Context: an optimization exercise on an open-source flow, tuned for small area. The choices shown serve that exercise and are no tape-out recipe.
Function was checked by simulation only, so behaviour that the tests miss may differ from the original.
No driver is modelled on the clock port, so clocking that relies on it looks cheaper here than on a real chip.
No activity file was given, so power comes from the tool's default toggle rates.

==> flow/design.v (outline; a module is shown in full before it is edited, if it fits) <==
// module latency: 17 lines
// module RGB_YCbCr: 1637 lines
// module rgb_fa: 4 lines
// module rgb_maj: 3 lines
// module rgb_g2_1: 3 lines
// module rgb_g2_6: 3 lines
// module rgb_g2_7: 3 lines
// module rgb_g2_8: 3 lines
// module rgb_g2_9: 3 lines
// module rgb_g2_b: 3 lines
// module rgb_g2_d: 3 lines
// module rgb_g2_e: 3 lines
module RGB_YCbCr #(
	parameter	DSIZE	= 16,
	parameter	MSIZE	= 12
)(
	input				clock,
	input				invsync,
	input				inhsync,
	input				inde,
	input [DSIZE-1:0]	inR,
	input [DSIZE-1:0]	inG,
	input [DSIZE-1:0]	inB,
	output				outvsync,
	output				outhsync,
	output				outde,
	output[DSIZE-1:0]	outY,
	output[DSIZE-1:0]	outCb,
	output[DSIZE-1:0]	outCr
);
  // ...
==> flow/flow/run.sh <==
#!/bin/bash
# Own layout flow: the standard layout (standard.sh), unchanged synthesis, with:
#  - after synthesis, each maj3_2 cell is swapped for maj3_1 (same function, smaller);
#  - ports are buffered with the smallest buffer (buf_1) instead of clkdlybuf4s50_1;
#  - clock tree synthesis uses small clock buffers and inserts no dummy loads.
# Tool logs go to orfs/logs as in the standard flow; make's output to synth.log / flow.log.
set -euo pipefail
cd "$(dirname "$0")/.."
export BUFFER_PORTS_ARGS="-buffer_cell sky130_fd_sc_hd__buf_1"
export CTS_ARGS="-sink_clustering_enable -repair_clock_nets -dont_use_dummy_load -buf_list {sky130_fd_sc_hd__clkbuf_4 sky130_fd_sc_hd__clkbuf_8}"
bash standard.sh synth > synth.log 2>&1
R=orfs/results/${FLOW_PLATFORM:-sky130hd}/RGB_YCbCr/base
sed -i 's/sky130_fd_sc_hd__maj3_2 /sky130_fd_sc_hd__maj3_1 /' $R/1_2_yosys.v
rm -f $R/1_synth.odb $R/1_synth.sdc
bash standard.sh > flow.log 2>&1
==> flow/standard.sh <==
#!/bin/bash
# synth_recipe.tcl (not shown) runs the flow's synth.tcl, then flattens the netlist and writes it again
# the make line also repeats each setting of config.mk as NAME=value (left out here)
make -C /OpenROAD-flow-scripts/flow DESIGN_CONFIG=/design/flow/config.mk WORK_HOME=/design/flow/orfs CLKGATE_MAP_FILE= SYNTH_SCRIPT=/design/flow/synth_recipe.tcl "${@:-finish}"
==> flow/config.mk <==
export PLATFORM = sky130hd
export DESIGN_NAME = RGB_YCbCr
export DESIGN_NICKNAME = RGB_YCbCr
export VERILOG_FILES = /design/flow/design.v
export SDC_FILE = /design/flow/constraint.sdc
export NUM_CORES = 4
export LEC_CHECK = 0
export CAP_MARGIN = 20
export CORE_MARGIN = 2
export CORE_UTILIZATION = 40
export GPL_TIMING_DRIVEN = 0
export SETUP_SLACK_MARGIN = -0.15
export SLEW_MARGIN = 20
export SYNTH_HIERARCHICAL = 1
export SYNTH_MINIMUM_KEEP_SIZE = 0
==> flow/constraint.sdc <==
create_clock -name core_clock -period 7.0 [get_ports {clock}]
set_input_delay 1.4000 -clock core_clock [delete_from_list [all_inputs] [get_ports {clock}]]
set_output_delay 1.4000 -clock core_clock [all_outputs]
set_load 0.01 [all_outputs]
==> results.txt, run 1 <==
The flow ran to the end and the layout has no timing, DRC or antenna violations. The logs give 0 for the max capacitance violation total and 157 for the number of clock sinks. The logs give 11 for the distinct cell type count of the synthesized netlist and 0.46 ns for the clock insertion delay at the later pin of the skew report. For this design the total switching power over the nets is 2.46 mW. The number of antenna diodes in the final layout is 0. The leakage power total came out at 5.01 nW. The area reported by Yosys stat is 11900 sq um. The final cell count without fillers came out at 1257. The sequential fraction of the synthesis area was 0.265; the number of buffers added to fix hold violations after cts was 0. In this run, synthesis produced a sequential element count of 157. The layout has 2638 filler cells.

Setup violations remaining at the end of the flow were counted as 0. The top fanout value on the critical path was 12. In the synthesized netlist, the cells that appear most often are fa_1, dfxtp_1, inv_1. The worst reg2reg path depth works out to 18. The run gives 515 as the count of multi-input gates.

The run gives 0.0277 as the met3 layer usage reported by global route. The final cell area excluding filler cells came out at 13000 sq um. The number of logic stages on the critical path including buffering was 18; the worst hold slack was 0.306 ns.

Counting instances, the worst hold path has a depth of 0. The number of nets in the final layout was 1284; the sum of buffers and inverters on the critical path was 1. The ratio of cells with drive above 1 in the final layout came out at 0.0424.
==> run 2, diff against run 1 <==
--- a/flow/config.mk
+++ b/flow/config.mk
@@ -11,3 +11,2 @@
 export GPL_TIMING_DRIVEN = 0
-export SETUP_SLACK_MARGIN = -0.15
 export SLEW_MARGIN = 20
==> run 2 against run 1 <==
Sequential share of layout area rose by 0.10 points. Final cell count barely moved. Global-route usage grew 0.071 points. Die area did not move. Flip-flop and latch count did not move. Setup slack improved by 0.13 ns. Register-to-register slack improved by 0.13 ns. Critical path type unchanged. Largest power group unchanged.
==> results.txt, run 2 <==
The run finished with no timing, DRC or antenna violations. The vertical die dimension is 176 um, and the sequential share of power is 0.263. The logs give 0.409 for the initial core utilization and 0.149 GHz for the maximum operating frequency.

The run gives 0 (unchanged) as the count of endpoints failing setup in the final report. In this run the standard cell core region covers 28900 sq um. The run gives 2.47 mW (+0.30%) as the switching power of the nets. The top fanout value on the critical path is 8 (-4). The final route contains 5705 vias. The sum of buffers and inverters on the critical path was 0 (-1).

The logs give 747 for the count of mapped cells out of synthesis and 0 (unchanged) for the number of buffers added to fix hold violations after cts. The commonest register cell after synthesis is dfxtp_1. The run gives 39000 um as the first-pass GRT wire length. The clock insertion delay at the later pin of the skew report came out at 0.46 ns (about the same).

The ratio of final minimum period to clock period works out to 0.961. The number of clock sinks was 157 (unchanged). The average instance area after synthesis was 15.8 sq um; the distinct cell type count of the synthesized netlist was 11 (unchanged). The most common cell in the synthesized netlist is fa_1.

Using the TritonRoute via totals, the vias-per-cell ratio works out to 4.54. Yosys attributes the largest share of cell area to fa_1, dfxtp_1, maj3_2. The top cell type by total area after synthesis was fa_1.

The tools report the H-tree depth as 4. The fraction of registers with async set/reset is 0. Relative to the synthesized area, the layout overhead comes to 10.0%. TritonCTS built the clock tree. Critical path launch point type: a register. The CTS root buffer is clkbuf_8. The top cell type's share of synthesized area was 0.602; the number of enable flip-flop cells after synthesis was 0. The number of global-route vias before repair came out at 7000.

The largest voltage drop on the vdd net was 359 uV. The internal portion of the total power is 3.43 mW. The die covers 30900 sq um. Count of input and output buffers: 102.

Dividing total power by cell area gives a power density of 454 nW/um^2. The sequential fraction of the synthesis area came out at 0.265 (unchanged). The worst path needs 6.73 ns of the cycle, external delays included. The number of slew-limit violations in the final report was 0. The startpoint-to-endpoint class of the critical path was register to register. The row count came out at 62.

The largest registers in the layout are Cb_q x16, Cr_q x16, Y_q x16. In the final routed layout, each cell accounts on average for 18.8 um. When the netlist entered floorplanning its net count stood at 1156. Overall power consumption after layout is estimated at 5.89 mW. The routed design has 23600 um of wire.

The max capacitance violation total is 0 (unchanged), and the headroom to the max-slew limit is 0.385. The synthesized netlist occupies a cell area of 11800 sq um. The maximum single-stage delay on the critical path was 0.77 ns. The worst hold path belongs to the class register to register.

Counting the buffers created by CTS gives 17. The tools report the worst clock skew on the final layout as 0.0300 ns. The commonest cells after synthesis are fa_1, dfxtp_1, inv_1. The leakage power total came out at 5.00 nW (-0.18%).

The cell type of the slowest stage on the worst timing path was dfxtp_1. After detailed routing, the number of remaining DRC violations is 0. Yosys printed 9 warnings. Traced cell by cell, the critical path runs through fa_1, fa_1, fa_1, fa_1, fa_1, fa_1, fa_1, fa_1, fa_1, nor2_1, nand2b_1, or2_1, fa_1, fa_1, or2_1, nor2_1, xnor2_1. The antenna cell count is 0 (unchanged), and the ratio of cells with drive above 1 in the final layout is 0.0505 (+0.00808). The clock-pin transition on the worst setup and hold timing paths was 0.07 ns; the number of buffers between clock root and the deepest sink was 2.

Setup total negative slack on the finished layout was measured at 0 ns. For the final hold violation count, the log shows 0. The top cell types in the final layout, fill and taps aside, are fa_1, dfxtp_1, buf_1, inv_1, maj3_1.

The tools report the total global routing track utilization as 0.173. Critical path data required time: 7.37 ns. The total of flip-flops plus latches after synthesis is 157 (unchanged), and the final critical-path setup slack is 0.271 ns. Routability-driven placement finished with a final weighted congestion of 0.832. The worst path arrival time is 7.10 ns. Measured along the x axis, the die boundary spans 176 um. The kind of cell with the highest combined delay along the critical path is adder cells. For the remaining antenna violation count after routing, the log shows 0. After global routing the overflow that remains totals 0. The fraction of power spent switching nets works out to 0.418.

The run gives 103 as the number of top-level pins. The clock network power share is 0.084, and the HPWL after detailed placement is 19400 um. Portion of total power attributed to combinational logic: 0.654. The library cell used most frequently in the layout, excluding fill and tap cells, is fa_1.

The first TritonRoute pass finished after 4 iterations. For the maximum number of pins on one net before global-route repair, the log shows 17. Number of violations reported at the end of detailed-routing iteration 0: 202. The number of nets in the final layout is 1283 (-0.078%). The worst setup path is captured at a register. Timing analysis after detailed placement gives a worst setup slack of -0.424 ns.

Setup repair after global routing could not meet its margin everywhere. For the pin with the worst max-slew slack, the measured transition is 0.923 ns. By instance count, the cell type seen most on the critical path is fa_1. The area reported by Yosys stat came out at 11900 sq um (unchanged). The number of antenna violations at the first check in global routing is 0.
[run 2: changes by cell type in the layout (fill, tap and decap cells not counted), sizes merged]
cell	previous run	this run
buf	109	108
clkinvlp	1	2
inv	74	73
[run 2: logic make-up (layout without fill, tap and decap cells)]
| group | count (synthesis) | in the layout | share of synthesized area |
|---|---|---|---|
| XOR/XNOR | 42 | 42 | 0.0310 |
| adder cells (fa/ha/maj) | 410 | 410 | 0.652 |
| AND/OR/NAND/NOR | 63 | 63 | 0.0286 |
| buffers and inverters | 75 | 200 | 0.0237 |
| flip-flops | 157 | 157 | 0.265 |
[run 2: per-layer routing]
metal	up-vias	routed length, um	global-route usage
li1	2477	-	-
met3	14	1050	0.0305
met2	111	11700	0.287
met1	3103	10600	0.242
met5	-	0	0
met4	0	192	0.0303
[run 2: per-module statistics from Yosys (local to each module, per instance), a selection]
module	flops+latches	area [sq um]
rgb_g2_6	0	8.76
rgb_maj	0	11.3
rgb_g2_b	0	6.26
rgb_g2_e	0	6.26
rgb_g2_1	0	3.75
rgb_g2_7	0	3.75
rgb_g2_9	0	8.76
rgb_g2_d	0	6.26
rgb_fa	0	20.0
[run 2: repair_timing]
| item | 4_1_cts | 5_1_grt |
|---|---|---|
| endpoints found under the setup margin | 5 | 6 |
| setup buffers | 2 | 4 |
| resized for setup | 7 | 19 |
| hold endpoints to repair | 0 | 0 |
[run 2: path summary, 6_finish.rpt]
| check | startpoint | to | slack (ns) | cells past startpoint |
|---|---|---|---|---|
| setup reg to reg | q1R[8] | r2_51 | 0.27 | 17 |
| hold / removal | r2_60 | Cr_q[8] | 0.31 | 0 |
| hold reg to reg | r2_60 | Cr_q[8] | 0.31 | 0 |
| setup / recovery | q1R[8] | r2_51 | 0.27 | 17 |
[run 2: layout make-up]
type / instances / area, sq um
Fill cell: 2632 / 15900
Multi-Input combinational cell: 515 / 8380
Sequential cell: 157 / 3180
Tap cell: 384 / 480
Timing Repair Buffer: 108 / 428
Inverter: 75 / 289
Clock buffer: 17 / 234
[run 2: per-stage QoR]
stage                     hold WS [ns]  utilization  area (sq um)  instances
after floorplan                  0.310            -         11800        747
after global placement           0.310        0.439         12700       1233
after detailed placement         0.312        0.439         12700       1233
after CTS                        0.308        0.448         12900       1252
after global routing             0.309        0.450         13000       1256
final                            0.306        0.450         13000       1256
[run 2: power groups by stage]
stage	Clock, mW	Combinational [mW]	Sequential, mW
final	0.494	3.85	1.55
after global routing	0.555	4.49	1.59
after CTS	0.517	3.97	1.56
after detailed placement	0	3.94	1.58
after global placement	0	3.91	1.57
after floorplan	0	2.65	1.60
==> run 3, diff against run 2 <==
--- a/flow/config.mk
+++ b/flow/config.mk
@@ -9,4 +9,5 @@
 export CORE_MARGIN = 2
-export CORE_UTILIZATION = 40
+export CORE_UTILIZATION = 60
 export GPL_TIMING_DRIVEN = 0
+export PLACE_DENSITY = 0.75
 export SLEW_MARGIN = 20
==> run 3 against run 2 <==
Die area shrank 33%. Synthesized cell count unchanged. Synthesized area did not move. Critical path type unchanged.
==> results.txt, run 3 <==
The switching power of the nets came out at 2.37 mW (-3.8%). The worst setup path is launched from a register. For the first-pass iteration count of the detailed router, the log shows 4 (unchanged). The ratio of cells with drive above 1 in the final layout came out at 0.0548 (+0.00434).

The post-detailed-route wirelength per cell is 21.0 um (+12%). Count of input and output buffers: 102 (unchanged). The critical path is of the register to register type. Setup repair after global routing left no endpoint under its margin.

The largest voltage drop on the vdd net came out at 368 uV (+2.3%). Synthesis-to-layout area growth: 9.08%. For the number of fillers in the final layout, the log shows 1430 (-46%). The top fanout value on the critical path was 11 (+3).

The detailed-route via count is 5917 (+3.7%), and the number of top-level pins is 103 (unchanged). The run gives 2 (unchanged) as the number of buffers between clock root and the deepest sink. The logs give 7.10 ns (about the same) for the worst path arrival time and 0 (unchanged) for the remaining antenna violation count after routing. Yosys instantiated no cell more often than fa_1.

The routed via count divided by cell count came out at 5.19 (+14%). The number of violations reported at the end of detailed-routing iteration 0 is 278 (+38%). The logs give 11800 sq um (unchanged) for the total standard cell area after synthesis and 23900 um (+1.6%) for the post-detailed-routing wire length. The maximum number of pins on one net before global-route repair is 17 (unchanged).

The library cells used most frequently in the layout, excluding fill and tap cells, are fa_1, dfxtp_1, buf_1, inv_1, maj3_1. The final critical delay including setup and external delays works out to 6.73 ns (-0.00360 ns). The number of enable flip-flop cells after synthesis works out to 0 (unchanged).

The average instance area after synthesis works out to 15.8 sq um (unchanged). The sequential fraction of the synthesis area came out at 0.265 (unchanged). Worst hold slack: 0.309 ns (+0.00356 ns).

The ratio of final minimum period to clock period came out at 0.961 (about the same). For the maximum operating frequency, the log shows 0.149 GHz (about the same). By count the netlist is led by fa_1, dfxtp_1, inv_1.

The CTS buffer count was 17 (unchanged); the initial core utilization was 0.609 (+0.200). For the critical path data required time, the log shows 7.37 ns (about the same). The run gives 19400 sq um (-33%) as the area of the core. The largest registers in the layout are Cb_q x16, Cr_q x16, Y_q x16.

The internal power was 3.38 mW (-1.5%). The total chip power is 5.75 mW (-2.5%). The full die area was 20800 sq um (-33%).

The cell area power density is 446 nW/um^2 (-1.6%), and the number of synthesis warnings is 9 (unchanged). The run gives -0.307 ns (+0.118 ns) as the worst setup slack before clock tree synthesis. The clock-pin transition on the worst setup and hold timing paths was 0.08 ns (about the same).

Top cell type by total area after synthesis: fa_1. For the number of clock sinks, the log shows 157 (unchanged). The actual transition at the worst max-transition pin came out at 0.964 ns (+0.0413 ns). The tools report the count of endpoints failing setup in the final report as 0 (unchanged). Commonest register cell after synthesis: dfxtp_1.

The routability congestion estimate from global placement is 0.916 (+10%), and the first-pass GRT wire length is 38800 um (-0.43%). The fraction of registers with async set/reset was 0 (unchanged). The leakage power total is 5.01 nW (+0.18%). The number of buffers added to fix hold violations after cts is 0 (unchanged). Headroom to the max-slew limit: 0.356 (-0.0284).

The top cell type's share of synthesized area works out to 0.602 (unchanged). The number of DRC violations after detailed routing is 0 (unchanged), and the H-tree depth is 4 (unchanged). Walking the worst path, the cells encountered are fa_1, fa_1, fa_1, fa_1, fa_1, fa_1, or2_1, fa_1, nor2_1, nand2b_1, fa_1, fa_1, or2_1, fa_1, or2_1, nor2_1, xor2_1. The clock insertion delay at the later pin of the skew report was 0.45 ns (about the same); the area reported by Yosys stat was 11900 sq um (unchanged).

The run finished with no timing, DRC or antenna violations. The antenna cell count is 0 (unchanged), and the number of antenna violations at the first check in global routing is 0 (unchanged). The run gives 0.084 (about the same) as the clock network power share. The path category of the worst min-delay check was register to register. For the worst clock skew on the final layout, the log shows 0.0184 ns (-0.0116 ns). The synthesized netlist net count was 1156 (unchanged); the total of flip-flops plus latches after synthesis was 157 (unchanged). The distinct cell type count of the synthesized netlist is 11 (unchanged). The utilization after layout is 0.664 (+0.214), and the number of slew-limit violations in the final report is 0 (unchanged). The vertical die dimension works out to 144 um (-18%).

Leaving out fill and tap cells, the most frequent cell in the layout is fa_1. The sequential share of power is 0.272 (+0.009), and the final hold violation count is 0 (unchanged). The maximum single-stage delay on the critical path was 0.95 ns (+0.18 ns). The max capacitance violation total came out at 0 (unchanged).

In this design, the critical path's most frequently occurring cell is fa_1. Number of global-route vias before repair: 7246 (+3.5%). STA classifies the critical path endpoint as a register.

The largest individual stage delay along the critical path comes from the cell dfxtp_1. The HPWL after detailed placement is 19600 um (+1.2%). The number of nets in the final layout is 1287 (+0.31%). TritonCTS built the clock tree.

The total global routing overflow was 0 (unchanged); the x dimension of the die was 144 um (-18%). The logs give 0.644 (-0.010) for the portion of total power attributed to combinational logic and 0.274 ns (+0.00360 ns) for the final critical-path setup slack. By area the synthesized netlist is led by fa_1, dfxtp_1, maj3_2. Clock tree synthesis selected as its root buffer the cell clkbuf_8. The fraction of power spent switching nets was 0.413 (-0.00563); the count of mapped cells out of synthesis was 747 (unchanged). For the row count, the log shows 51 (-18%). The total global routing track utilization was 0.265 (+0.0924).
-- run 3: per-stage QoR --
stage          setup TNS (ns)  instances  instance area, sq um
4_1_cts                     0       1135                 12800
3_3_place_gp           -0.503       1114                 12500
6_report                    0       1141                 12900
5_1_grt                     0       1141                 12900
3_5_place_dp           -0.990       1114                 12500
2_1_floorplan               0        747                 11800
-- run 3: power by group through the flow --
stage	combinational [mW]	clock, mW	sequential, mW
after floorplan	2.65	0	1.60
after global placement	3.61	0	1.57
after detailed placement	3.75	0	1.59
after CTS	3.78	0.501	1.57
after global routing	4.32	0.533	1.60
final	3.70	0.484	1.56
-- run 3: final cells by class --
cell class / count / area (sq um) / area share
sequential: 157 / 3180 / 0.247
inverter: 75 / 297 / 0.0230
tap: 265 / 332 / 0.0257
clock buffer: 17 / 234 / 0.0182
timing repair buffer: 112 / 458 / 0.0356
multi-input combinational: 515 / 8380 / 0.651
-- run 3: worst paths after layout --
kind,start,endpoint,slack (ns),cells after the start
setup reg to reg,q1G[11],r2_67,0.27,17
hold / removal,r2_57,Cr_q[5],0.31,0
setup / recovery,q1G[11],r2_67,0.27,17
hold reg to reg,r2_57,Cr_q[5],0.31,0
-- run 3: per-module statistics from Yosys, one instance, submodules excluded, a selection --
module	flops+latches	area, sq um
rgb_maj	0	11.3
rgb_fa	0	20.0
rgb_g2_e	0	6.26
RGB_YCbCr	148	3240
rgb_g2_9	0	8.76
rgb_g2_b	0	6.26
rgb_g2_d	0	6.26
rgb_g2_7	0	3.75
rgb_g2_8	0	6.26
-- run 3: kinds of logic (layout without fill, tap and decap cells) --
| family | after synthesis | count (layout) | share of synthesized area |
|---|---|---|---|
| XOR/XNOR | 42 | 42 | 0.0310 |
| adder cells (fa/ha/maj) | 410 | 410 | 0.652 |
| buffers and inverters | 75 | 204 | 0.0237 |
| flip-flops | 157 | 157 | 0.265 |
| AND/OR/NAND/NOR | 63 | 63 | 0.0286 |
-- run 3: timing repair --
item / 4_1_cts / 5_1_grt
buffers inserted: 4 / 6
resized for setup: 7 / 19
endpoints found under the setup margin: 6 / 6
gates cloned: 0 / 0
-- run 3: metal layers --
metal	global-route usage	wire length (um)	vias up
met5	0	0	-
met4	0.0649	396	0
met3	0.0950	1840	29
met2	0.431	12400	183
met1	0.348	9340	3218
li1	-	-	2487
-- run 3: critical path: cells and delay by family, from the launching register on --
kind          cells  cell delay (ns)
xor+xnor          1             0.15
flops             1             0.95
simple gates      6             1.23
fa+ha+maj        10             4.32
==> run 4, diff against run 3 <==
--- a/flow/flow/run.sh
+++ b/flow/flow/run.sh
@@ -9,3 +9,3 @@
 export BUFFER_PORTS_ARGS="-buffer_cell sky130_fd_sc_hd__buf_1"
-export CTS_ARGS="-sink_clustering_enable -repair_clock_nets -dont_use_dummy_load -buf_list {sky130_fd_sc_hd__clkbuf_4 sky130_fd_sc_hd__clkbuf_8}"
+export CTS_ARGS="-sink_clustering_enable -repair_clock_nets -dont_use_dummy_load -buf_list {sky130_fd_sc_hd__clkbuf_4} -sink_clustering_size 8 -sink_clustering_max_diameter 40"
 bash standard.sh synth > synth.log 2>&1
==> run 4 against run 3 <==
Largest power group unchanged. Non-clock buffer count down 4. First-iteration DRC count down 1.1%. Global-route usage down 0.070 points. Highest routed layer unchanged.
==> results.txt, run 4 <==
The flow ran to the end and the layout has no timing, DRC or antenna violations. The tools report the first-pass iteration count of the detailed router as 6 (+2). The clock-pin transition on the worst setup and hold timing paths works out to 0.12 ns (+0.04 ns). For the largest voltage drop on the vdd net, the log shows 389 uV (+5.7%).

The tools report the launching point of the worst reg2reg path as q1B[14]. The worst reg2reg path depth came out at 18 (+1). Post-detailed-route wirelength per cell: 20.9 um (-0.31%). Launch point of the worst hold path: r2_57. The tools report the number of buffers between clock root and the deepest sink as 2 (unchanged). By count the netlist is led by fa_1, dfxtp_1, inv_1. The H-tree depth is 4 (unchanged), and the count of input and output buffers is 102 (unchanged). The tools report the CTS root buffer as clkbuf_4. The tools report the post-detailed-routing wire length as 23800 um (-0.66%). The cell area power density came out at 443 nW/um^2 (-0.80%). The logs give -0.307 ns (unchanged) for the worst setup slack before clock tree synthesis and 157 (unchanged) for the number of clock sinks. The routed via count divided by cell count is 5.19 (about the same), and the final hold violation count is 0 (unchanged). The run gives 0.54 ns (+0.09 ns) as the clock insertion delay at the later pin of the skew report. Leaving out fill and tap cells, the most frequent cell in the layout is fa_1.

Number of violations reported at the end of detailed-routing iteration 0: 275 (-1.1%). The share of synthesized cell area in and, or, nand and nor gates is 0.0286 (unchanged). By instance count, the leading cell after synthesis is fa_1. The headroom to the max-slew limit was 0.383 (+0.0264); the antenna cell count was 0 (unchanged). fa_1 takes more of the synthesized area than any other cell. For this run, the leading register cell type out of synthesis is dfxtp_1. Worst path arrival time: 7.11 ns (about the same). Cell count after placement: 1114 (unchanged). The tools report the critical path launch point type as a register.

The max capacitance violation total is 0 (unchanged), and the row count is 51 (unchanged). The fraction of registers with async set/reset came out at 0 (unchanged). The share of the synthesized netlist area taken by xor and xnor gates was 0.0310 (unchanged). For the number of global-route vias before repair, the log shows 7255 (+0.12%). The worst setup path is captured at a register. The synthesized netlist net count was 1156 (unchanged); the area reported by Yosys stat was 11900 sq um (unchanged).

The path category of the worst min-delay check was register to register. The routability congestion estimate from global placement came out at 0.916 (unchanged). The tools report the full die area as 20800 sq um (unchanged). The number of top-level pins is 103 (unchanged), and the count of mapped cells out of synthesis is 747 (unchanged).

The worst hold path stage count came out at 0 (unchanged). The initial core utilization was 0.609 (unchanged); the ratio of cells with drive above 1 in the final layout was 0.0493 (-0.00548). The maximum operating frequency came out at 0.149 GHz (+0.36%).

The vertical die dimension came out at 144 um (unchanged). The tools report the final cell count without fillers as 1137 (-0.35%). The tools report the number of antenna violations at the first check in global routing as 0 (unchanged).

The total standard cell area after synthesis was 11800 sq um (unchanged); the number of synthesis warnings was 9 (unchanged). The area growth from synthesis to layout is 7.87%. The worst clock skew on the final layout is 0.0343 ns (+0.0159 ns).

Sequential fraction of the synthesis area: 0.265 (unchanged). The HPWL after detailed placement was 19600 um (unchanged); the number of nets in the final layout was 1283 (-0.31%). The average instance area after synthesis was 15.8 sq um (unchanged); the top fanout value on the critical path was 7 (-4). The actual transition at the worst max-transition pin is 0.925 ns (-0.0396 ns), and the number of enable flip-flop cells after synthesis is 0 (unchanged). The number of slew-limit violations in the final report came out at 0 (unchanged).

The library cells used most frequently in the layout, excluding fill and tap cells, are fa_1, dfxtp_1, buf_1, inv_1, maj3_1. TritonCTS built the clock tree. The area fraction in compound gates after synthesis was 0 (unchanged); the synthesized-area fraction occupied by adder cells was 0.652 (unchanged). The distinct cell type count of the synthesized netlist was 11 (unchanged); the total of flip-flops plus latches after synthesis was 157 (unchanged). The ratio of final minimum period to clock period is 0.957 (-0.00340).

The number of buffers added to fix hold violations after cts came out at 0 (unchanged). The worst hold path terminates at Cr_q[5]. The run gives 38800 um (about the same) as the first-pass GRT wire length.

The final critical-path setup slack is 0.298 ns (+0.0238 ns), and the total global routing track utilization is 0.264 (-0.000701). The total global routing overflow was 0 (unchanged). The multiplexer share of the synthesized area is 0 (unchanged), and the worst reg-to-reg setup slack is 0.30 ns (+0.02 ns). In the final layout, the registers with the most flip-flops are Cb_q x16, Cr_q x16, Y_q x16. Sorting the synthesized cells by area gives the leading types as fa_1, dfxtp_1, maj3_2. The x dimension of the die is 144 um (unchanged), and the critical path data required time is 7.40 ns (+0.03 ns). In this run the critical register-to-register path is captured at r2_34. The number of DRC violations after detailed routing is 0 (unchanged), and the remaining antenna violation count after routing is 0 (unchanged).

The area of the core is 19400 sq um (unchanged), and the detailed-route via count is 5897 (-0.34%). The startpoint-to-endpoint class of the critical path is register to register. For the worst hold slack, the log shows 0.306 ns (-0.00374 ns). The maximum number of pins on one net before global-route repair was 17 (unchanged); the final critical delay including setup and external delays was 6.70 ns (-0.0238 ns).

Setup repair after global routing left no endpoint under its margin. By area, the combinational part of the netlist is dominated by adder cells. The run gives 0 (unchanged) as the count of endpoints failing setup in the final report. The logs give 17 (unchanged) for the CTS buffer count and 4.96 nW (-1.1%) for the leakage power total.

The top cell type's share of synthesized area is 0.602 (unchanged).
[run 4: cell counts after synthesis]
No cell type changed its count.
[run 4: metrics by stage]
stage	area, sq um	util	power [mW]	setup TNS, ns
6_report	12700	0.657	5.64	0
5_1_grt	12700	0.657	6.35	0
4_1_cts	12700	0.654	5.75	0
3_5_place_dp	12500	0.646	5.34	-0.990
3_3_place_gp	12500	0.646	5.18	-0.503
2_1_floorplan	11800	-	4.24	0
[run 4: how the worst max path moves through the flow]
stage	startpoint	endpoint	slack, ns	cells after the start
floorplan	q1B[12]	r2_51	0.44	18
global placement	q1B[12]	r2_51	-0.20	18
detailed placement	q1B[12]	r2_51	-0.31	18
CTS	q1G[9]	r2_67	0.05	18
global route	q1G[11]	r2_67	0.01	17
finish	q1B[14]	r2_34	0.30	18
[run 4: final cells by class]
cell class                      instances  area [sq um]
Sequential cell                       157          3180
Inverter                               75           289
Clock buffer                           17           128
Multi-Input combinational cell        515          8380
Timing Repair Buffer                  108           428
Tap cell                              265           332
Fill cell                            1444          6660
[run 4: power breakdown]
part / switching, mW / internal, mW / leakage [nW]
Sequential: 0.181 / 1.38 / 1.33
Clock: 0.253 / 0.111 / 0.0782
Combinational: 1.93 / 1.79 / 3.55
[run 4: kinds of logic (layout without fill, tap and decap cells)]
family                     count (synthesis)  count (layout)
adders and majority gates                410             410
and+or+nand+nor                           63              63
DFF                                      157             157
xor gates and xnor gates                  42              42
buffers and inverters                     75             200
[run 4: what timing repair did]
action	CTS	global route
setup buffers	4	2
gates resized for setup	7	18
setup endpoints to repair	6	6
[run 4: critical path, cell delays in order, from the launching register on]
cell and delay (ns):
dfxtp_2 0.52, clkinvlp_4 0.14, buf_4 0.18, fa_1 0.58, fa_1 0.46, fa_1 0.52, fa_1 0.44, fa_1 0.43
fa_1 0.42, and2_1 0.18, fa_1 0.40, and2_1 0.18, and2_1 0.16, and2_1 0.15, fa_1 0.40, fa_1 0.42
and2_1 0.17, fa_1 0.38, fa_1 0.44
[run 4: layer usage]
metal  vias to the layer above  global-route usage  share of wire
met5                         -                   0              0
met1                      3218               0.348           0.39
met3                        27              0.0917          0.073
li1                       2477                   -              -
met4                         0              0.0639          0.017
met2                       175               0.431           0.52
[run 4: modules after synthesis (local to each module, per instance), excerpt]
module | cell area [sq um] | flops+latches | cells inside | copies in the design
rgb_maj | 11.3 | 0 | 1 | 53
rgb_g2_7 | 3.75 | 0 | 1 | 4
rgb_g2_8 | 6.26 | 0 | 1 | 20
rgb_g2_e | 6.26 | 0 | 1 | 13
RGB_YCbCr | 3240 | 148 | 223 | 1
rgb_fa | 20.0 | 0 | 1 | 357
rgb_g2_9 | 8.76 | 0 | 1 | 11
rgb_g2_6 | 8.76 | 0 | 1 | 31
rgb_g2_b | 6.26 | 0 | 1 | 7
rgb_g2_1 | 3.75 | 0 | 1 | 18
rgb_g2_d | 6.26 | 0 | 1 | 1
==> run 5, diff against run 4 <==
--- a/flow/flow/run.sh
+++ b/flow/flow/run.sh
@@ -4,3 +4,4 @@
 #  - ports are buffered with the smallest buffer (buf_1) instead of clkdlybuf4s50_1;
-#  - clock tree synthesis uses small clock buffers and inserts no dummy loads.
+#  - clock tree synthesis uses clkbuf_4 and inserts no dummy loads; after it, clock buffers
+#    that drive a slow edge are upsized (flow/post_cts.tcl).
 # Tool logs go to orfs/logs as in the standard flow; make's output to synth.log / flow.log.
@@ -9,3 +10,4 @@
 export BUFFER_PORTS_ARGS="-buffer_cell sky130_fd_sc_hd__buf_1"
-export CTS_ARGS="-sink_clustering_enable -repair_clock_nets -dont_use_dummy_load -buf_list {sky130_fd_sc_hd__clkbuf_4} -sink_clustering_size 8 -sink_clustering_max_diameter 40"
+export CTS_ARGS="-sink_clustering_enable -repair_clock_nets -dont_use_dummy_load -buf_list {sky130_fd_sc_hd__clkbuf_4}"
+export POST_CTS_TCL="$(pwd)/flow/post_cts.tcl"
 bash standard.sh synth > synth.log 2>&1
==> flow/flow/post_cts.tcl (new file) <==
# Sourced by ORFS at the end of clock tree synthesis (POST_CTS_TCL): a clock buffer whose
# sinks see a slow clock edge is swapped for the next larger clock buffer, then the
# placement is legalised again.
estimate_parasitics -placement
set upsized 0
foreach net [get_nets clknet_*] {
  set maxs 0
  set drv ""
  foreach pin [get_pins -of_objects $net] {
    if {[get_property $pin direction] == "output"} {
      set drv [get_property $pin instance]
      continue
    }
    set s [get_property $pin slew_max]
    if {$s > $maxs} { set maxs $s }
  }
  if {$drv != "" && $maxs > 0.095 && [get_property $drv ref_name] == "sky130_fd_sc_hd__clkbuf_4"} {
    replace_cell $drv sky130_fd_sc_hd__clkbuf_8
    incr upsized
  }
}
puts "post_cts: upsized $upsized clock buffers"
if {$upsized > 0} {
  detailed_placement
  check_placement -verbose
  estimate_parasitics -placement
}
--- a/flow/config.mk
+++ b/flow/config.mk
@@ -9,5 +9,4 @@
 export CORE_MARGIN = 2
-export CORE_UTILIZATION = 60
+export CORE_UTILIZATION = 40
 export GPL_TIMING_DRIVEN = 0
-export PLACE_DENSITY = 0.75
 export SLEW_MARGIN = 20
==> run 5 against run 4 <==
The run now fails in clock tree synthesis (4_1_cts). Synthesized area is the same. Synthesized cell count did not move.
==> results.txt, run 5 <==
The vertical die dimension works out to 176 um (+22%). The top cell type by total area after synthesis was fa_1. The run gives 1156 (unchanged) as the synthesized netlist net count. The x dimension of the die is 176 um (+22%). The tools report the worst setup slack before clock tree synthesis as -0.424 ns (-0.118 ns). Sorting the synthesized cells by how often they occur yields fa_1, dfxtp_1, inv_1. The number of clock sinks was 157 (unchanged); the top cell type's share of synthesized area was 0.602 (unchanged). Area reported by Yosys stat: 11900 sq um (unchanged). The flow did not finish. The distinct cell type count of the synthesized netlist was 11 (unchanged).

Average instance area after synthesis: 15.8 sq um (unchanged). Fraction of registers with async set/reset: 0 (unchanged). The logs give 19400 um (-1.2%) for the HPWL after detailed placement and 62 (+22%) for the row count. Commonest register cell after synthesis: dfxtp_1. Failing step: clock tree synthesis (4_1_cts). The total of flip-flops plus latches after synthesis is 157 (unchanged). The tool reported: "Error: cts.tcl, 90 pin objects do not have a instance property". The initial core utilization was 0.409 (-0.200); the cell count after placement was 1233 (+11%).

The total standard cell area after synthesis was 11800 sq um (unchanged); the placement-stage cell area was 12700 sq um (+1.2%). The number of synthesis warnings was 9 (unchanged); the count of mapped cells out of synthesis was 747 (unchanged). Number of top-level pins: 103 (unchanged).

In the post-synthesis netlist, the biggest area contributors are fa_1, dfxtp_1, maj3_2. The cell with the most instances after synthesis was fa_1. The routability congestion estimate from global placement came out at 0.832 (-9.1%).

For the sequential fraction of the synthesis area, the log shows 0.265 (unchanged). The count of input and output buffers was 102 (unchanged). The number of enable flip-flop cells after synthesis is 0 (unchanged).
run 5: worst max path at each step:
stage                 start  endpoint  depth (start not counted)
floorplan           q1B[12]     r2_51                         18
detailed placement  q1B[12]     r2_51                         18
global placement    q1B[12]     r2_51                         18
run 5: cells by family after synthesis:
group                      synth area share
DFF                                   0.265
buffers and inverters                0.0237
adders and majority gates             0.652
and+or+nand+nor                      0.0286
xor gates and xnor gates             0.0310
run 5: power groups by stage:
stage                     Sequential [mW]  Combinational, mW  Clock, mW
after floorplan                      1.60               2.65          0
after global placement               1.57               3.91          0
after detailed placement             1.58               3.94          0
run 5: modules after synthesis (local to each module, per instance), a selection:
module     cells inside  times used  cell area [sq um]
rgb_g2_1              1          18               3.75
rgb_g2_d              1           1               6.26
rgb_fa                1         357               20.0
rgb_g2_e              1          13               6.26
rgb_g2_8              1          20               6.26
rgb_maj               1          53               11.3
rgb_g2_7              1           4               3.75
RGB_YCbCr           223           1               3240
rgb_g2_9              1          11               8.76
rgb_g2_6              1          31               8.76
rgb_g2_b              1           7               6.26
run 5: through the flow:
stage	total power [mW]	setup TNS, ns
3_5_place_dp	5.51	-1.52
3_3_place_gp	5.48	-1.21
2_1_floorplan	4.24	0
==> run 6, diff against run 5 <==
==> flow/flow/post_cts.tcl (replaced) <==
# Sourced by ORFS at the end of clock tree synthesis (POST_CTS_TCL): a clkbuf_4 that
# drives 11 or more clock sinks is swapped for clkbuf_8, so that every flip-flop clock
# pin keeps a fast edge; the placement is then legalised again.
set upsized 0
foreach net [get_nets clknet_*] {
  set drv ""
  set n 0
  foreach pin [get_pins -of_objects $net] {
    set inst [get_cells -quiet -of_objects $pin]
    if {[llength $inst] == 0} { continue }
    if {[get_property $pin direction] == "output"} {
      set drv $inst
    } else {
      incr n
    }
  }
  if {$drv != "" && $n >= 11 && [get_property $drv ref_name] == "sky130_fd_sc_hd__clkbuf_4"} {
    replace_cell $drv sky130_fd_sc_hd__clkbuf_8
    puts "up [get_full_name $drv] $n"
    incr upsized
  }
}
puts "post_cts: upsized $upsized clock buffers"
if {$upsized > 0} {
  detailed_placement
  check_placement -verbose
  estimate_parasitics -placement
}
==> run 6 against run 5 <==
Synthesized area unchanged. Synthesized cell count unchanged. Now clean on timing, DRC and antenna.
==> results.txt, run 6 <==
The area growth from synthesis to layout is 9.50%. The final critical delay including setup and external delays is 6.72 ns, and the area occupied by multi-input gates is 8380 sq um. The antenna cell count was 0. For this run, design rule violations remaining after detail routing come to 0.

The routed via count divided by cell count works out to 4.53. Clock network power share: 0.073. The run finished with no timing, DRC or antenna violations. The library cell used most frequently in the layout, excluding fill and tap cells, is fa_1. Average instance area after synthesis: 15.8 sq um (unchanged). The initial core utilization is 0.409 (unchanged). STA classifies the critical path endpoint as a register.

Worst path arrival time: 7.09 ns. By count the netlist is led by fa_1, dfxtp_1, inv_1. Setup violations remaining at the end of the flow were counted as 0. Total global routing track utilization: 0.172. For this design the static power due to leakage is 4.98 nW. The portion of total power attributed to combinational logic is 0.661, and the maximum number of pins on one net before global-route repair is 17.

After clock tree synthesis, the clock-pin slew on the worst setup and hold paths is 0.09 ns. The number of synthesis warnings was 9 (unchanged). The number of top-level pins was 103 (unchanged); the count of input and output buffers was 102 (unchanged). For the pin with the worst max-slew slack, the measured transition is 0.907 ns. The post-detailed-route wirelength per cell is 18.7 um.

The tools report the final critical-path setup slack as 0.278 ns. For this design the ratio of total power to cell area is 450 nW/um^2. Setup slack on the worst reg-to-reg path comes out at 0.28 ns. The area of the core was 28900 sq um. The synthesized netlist net count was 1156 (unchanged); the largest voltage drop on the vdd net was 372 uV.

The distinct cell type count of the synthesized netlist is 11 (unchanged), and the full die area is 30900 sq um. Internal power comes to 3.37 mW. The top cell type's share of synthesized area was 0.602 (unchanged); the total of flip-flops plus latches after synthesis was 157 (unchanged). The analysis attributes to net switching a power of 2.45 mW.

For the worst-skew pair, the clock arrives at the later sink with an insertion delay of 0.45 ns. The commonest register cell after synthesis is dfxtp_1. The worst setup slack before clock tree synthesis came out at -0.424 ns (unchanged).

The first detailed-routing pass ran for 4 iterations. The number of clock sinks was 157 (unchanged); the post-detailed-routing wire length was 23500 um. Path category of the worst min-delay check: register to register. Top cell type by total area after synthesis: fa_1. The remaining antenna violation count after routing is 0, and the row count is 62 (unchanged).

Setup repair after global routing could not meet its margin everywhere. For the critical path data required time, the log shows 7.37 ns. Number of slew-limit violations in the final report: 0.

The number of enable flip-flop cells after synthesis is 0 (unchanged). The startpoint-to-endpoint class of the critical path was register to register. The number of global-route vias before repair was 7002; the routability congestion estimate from global placement was 0.832 (unchanged).

Max-cap violations in this run came to 0. Summing all flip-flop and latch instances after layout gives 3180 sq um. The fraction of power spent switching nets was 0.421; the total standard cell area after synthesis was 11800 sq um (unchanged). At the end of the flow, the number of nets in the layout was 1283. The sequential share of power was 0.266; the sequential fraction of the synthesis area was 0.265 (unchanged). The first routing iteration left 215 violations. The worst hold path stage count is 0. Clock skew on the completed layout was measured at 0.0392 ns. Fraction of registers with async set/reset: 0 (unchanged). The tools report the critical path launch point type as a register.

The ratio of final minimum period to clock period is 0.960. Number of antenna violations at the first check in global routing: 0. In the post-synthesis netlist, the biggest area contributors are fa_1, dfxtp_1, maj3_2. The top cell types in the final layout, fill and taps aside, are fa_1, dfxtp_1, buf_1, inv_1, maj3_1.

The tools report the count of mapped cells out of synthesis as 747 (unchanged). Yosys instantiated no cell more often than fa_1. TritonCTS built the clock tree.

The area reported by Yosys stat is 11900 sq um (unchanged). The ratio of cells with drive above 1 in the final layout was 0.0493. The worst reg2reg path depth was 18. In this run the worst path has a maximum fanout of 11.

For this block, the via count after detailed routing is 5686. The headroom to the max-slew limit is 0.396, and the x dimension of the die is 176 um (unchanged). The number of fillers in the final layout was 2639; the first-pass GRT wire length was 38900 um. For the total global routing overflow, the log shows 0. The utilization after layout is 0.448, and the HPWL after detailed placement is 19400 um (unchanged).

The final hold violation count came out at 0. On the final layout, the worst hold slack is 0.328 ns. The largest registers in the layout are Cb_q x16, Cr_q x16, Y_q x16. The vertical die dimension works out to 176 um (unchanged).

For the maximum operating frequency, the log shows 0.149 GHz.
## run 6: power by group through the flow
stage / combinational, mW / sequential [mW] / clock [mW]
global placement: 3.91 / 1.57 / 0
floorplan: 2.65 / 1.60 / 0
global route: 4.49 / 1.59 / 0.483
finish: 3.85 / 1.55 / 0.422
detailed placement: 3.94 / 1.58 / 0
## run 6: path summary, 6_finish.rpt
path                               from  endpoint
worst max register to register  q1B[12]     r2_51
worst min register to register    r2_21    Y_q[1]
worst max-delay path            q1B[12]     r2_51
worst min-delay path              r2_21    Y_q[1]
## run 6: modules after synthesis, one instance, submodules excluded, excerpt
module	times used	cells	area, sq um	flip-flops and latches
rgb_fa	357	1	20.0	0
rgb_g2_b	7	1	6.26	0
rgb_g2_e	13	1	6.26	0
rgb_g2_6	31	1	8.76	0
rgb_maj	53	1	11.3	0
rgb_g2_8	20	1	6.26	0
## run 6: layout make-up
cell class              instances  share of cell area
multi-input cells             515               0.648
flip-flops and latches        157               0.246
well taps                     384              0.0372
clock buffers                  17              0.0133
repair buffers                108              0.0331
inverters                      75              0.0224
## run 6: cells by family (layout without fill, tap and decap cells)
| logic type | after synthesis | count (layout) | share of synthesized area |
|---|---|---|---|
| XOR/XNOR | 42 | 42 | 0.0310 |
| adder cells (fa/ha/maj) | 410 | 410 | 0.652 |
| buffers and inverters | 75 | 200 | 0.0237 |
| flip-flops | 157 | 157 | 0.265 |
| AND/OR/NAND/NOR | 63 | 63 | 0.0286 |
## run 6: worst max-delay path: stages, from the launching register on
cell and delay (ns):
dfxtp_4 0.53, inv_1 0.25, fa_1 0.53, fa_1 0.47, fa_1 0.52, fa_1 0.40, fa_1 0.42, fa_1 0.39
fa_1 0.42, fa_1 0.41, fa_1 0.42, nor2_1 0.18, nand2b_1 0.11, or2_1 0.25, fa_1 0.40, fa_1 0.41
or2_1 0.27, nor2_1 0.14, xnor2_1 0.14
## run 6: per-stage QoR
step	total power [mW]	area, sq um	std cells	setup TNS (ns)
6_report	5.82	12900	1256	0
5_1_grt	6.56	12900	1256	-0.0333
3_5_place_dp	5.51	12700	1233	-1.52
3_3_place_gp	5.48	12700	1233	-1.21
2_1_floorplan	4.24	11800	747	0
## run 6: per-layer routing
layer | routed length (um) | GRT usage
met3 | 711 | 0.0301
met5 | 0 | 0
met4 | 210 | 0.0306
met2 | 11700 | 0.286
met1 | 10900 | 0.243

re-timing with driven ports:
How much do the figures lean on ideal ports? The routed layouts below were timed once more, with nothing changed but the port constraints.
Step 1, drivers: a clkbuf_16 drives clock and a buf_2 each remaining input, both assumed.
Step 2 times the ports against the registers' clock, not the clock port: input delays grow and output delays shrink by t, the midpoint of the rising clock arrivals with the driver on.
a / b / c = no drivers / after step 1 / after step 2; a / b = the first two.
run	t (ns)	slack for setup (ns)	worst hold slack (ns)	worst setup path after step 2	worst data-port slew with drivers (ns)
run 1	0.484	0.145 / 0.145 / -0.177	0.306 / 0.306 / 0.306	input to register	0.04
run 2	0.485	0.271 / 0.271 / -0.177	0.306 / 0.306 / 0.306	input to register	0.04
run 3	0.476	0.274 / 0.274 / -0.160	0.309 / 0.309 / 0.309	input to register	0.04
run 4	0.557	0.298 / 0.298 / -0.156	0.306 / 0.306 / 0.306	input to register	0.04
run 6	0.473	0.278 / 0.278 / -0.151	0.328 / 0.328 / 0.328	input to register	0.04
With both steps, setup timing fails in every run listed, where it was met with ideal ports. The setup slack of run 4, which loses most, moves by 0.000 ns with the drivers and by -0.454 ns with both steps.
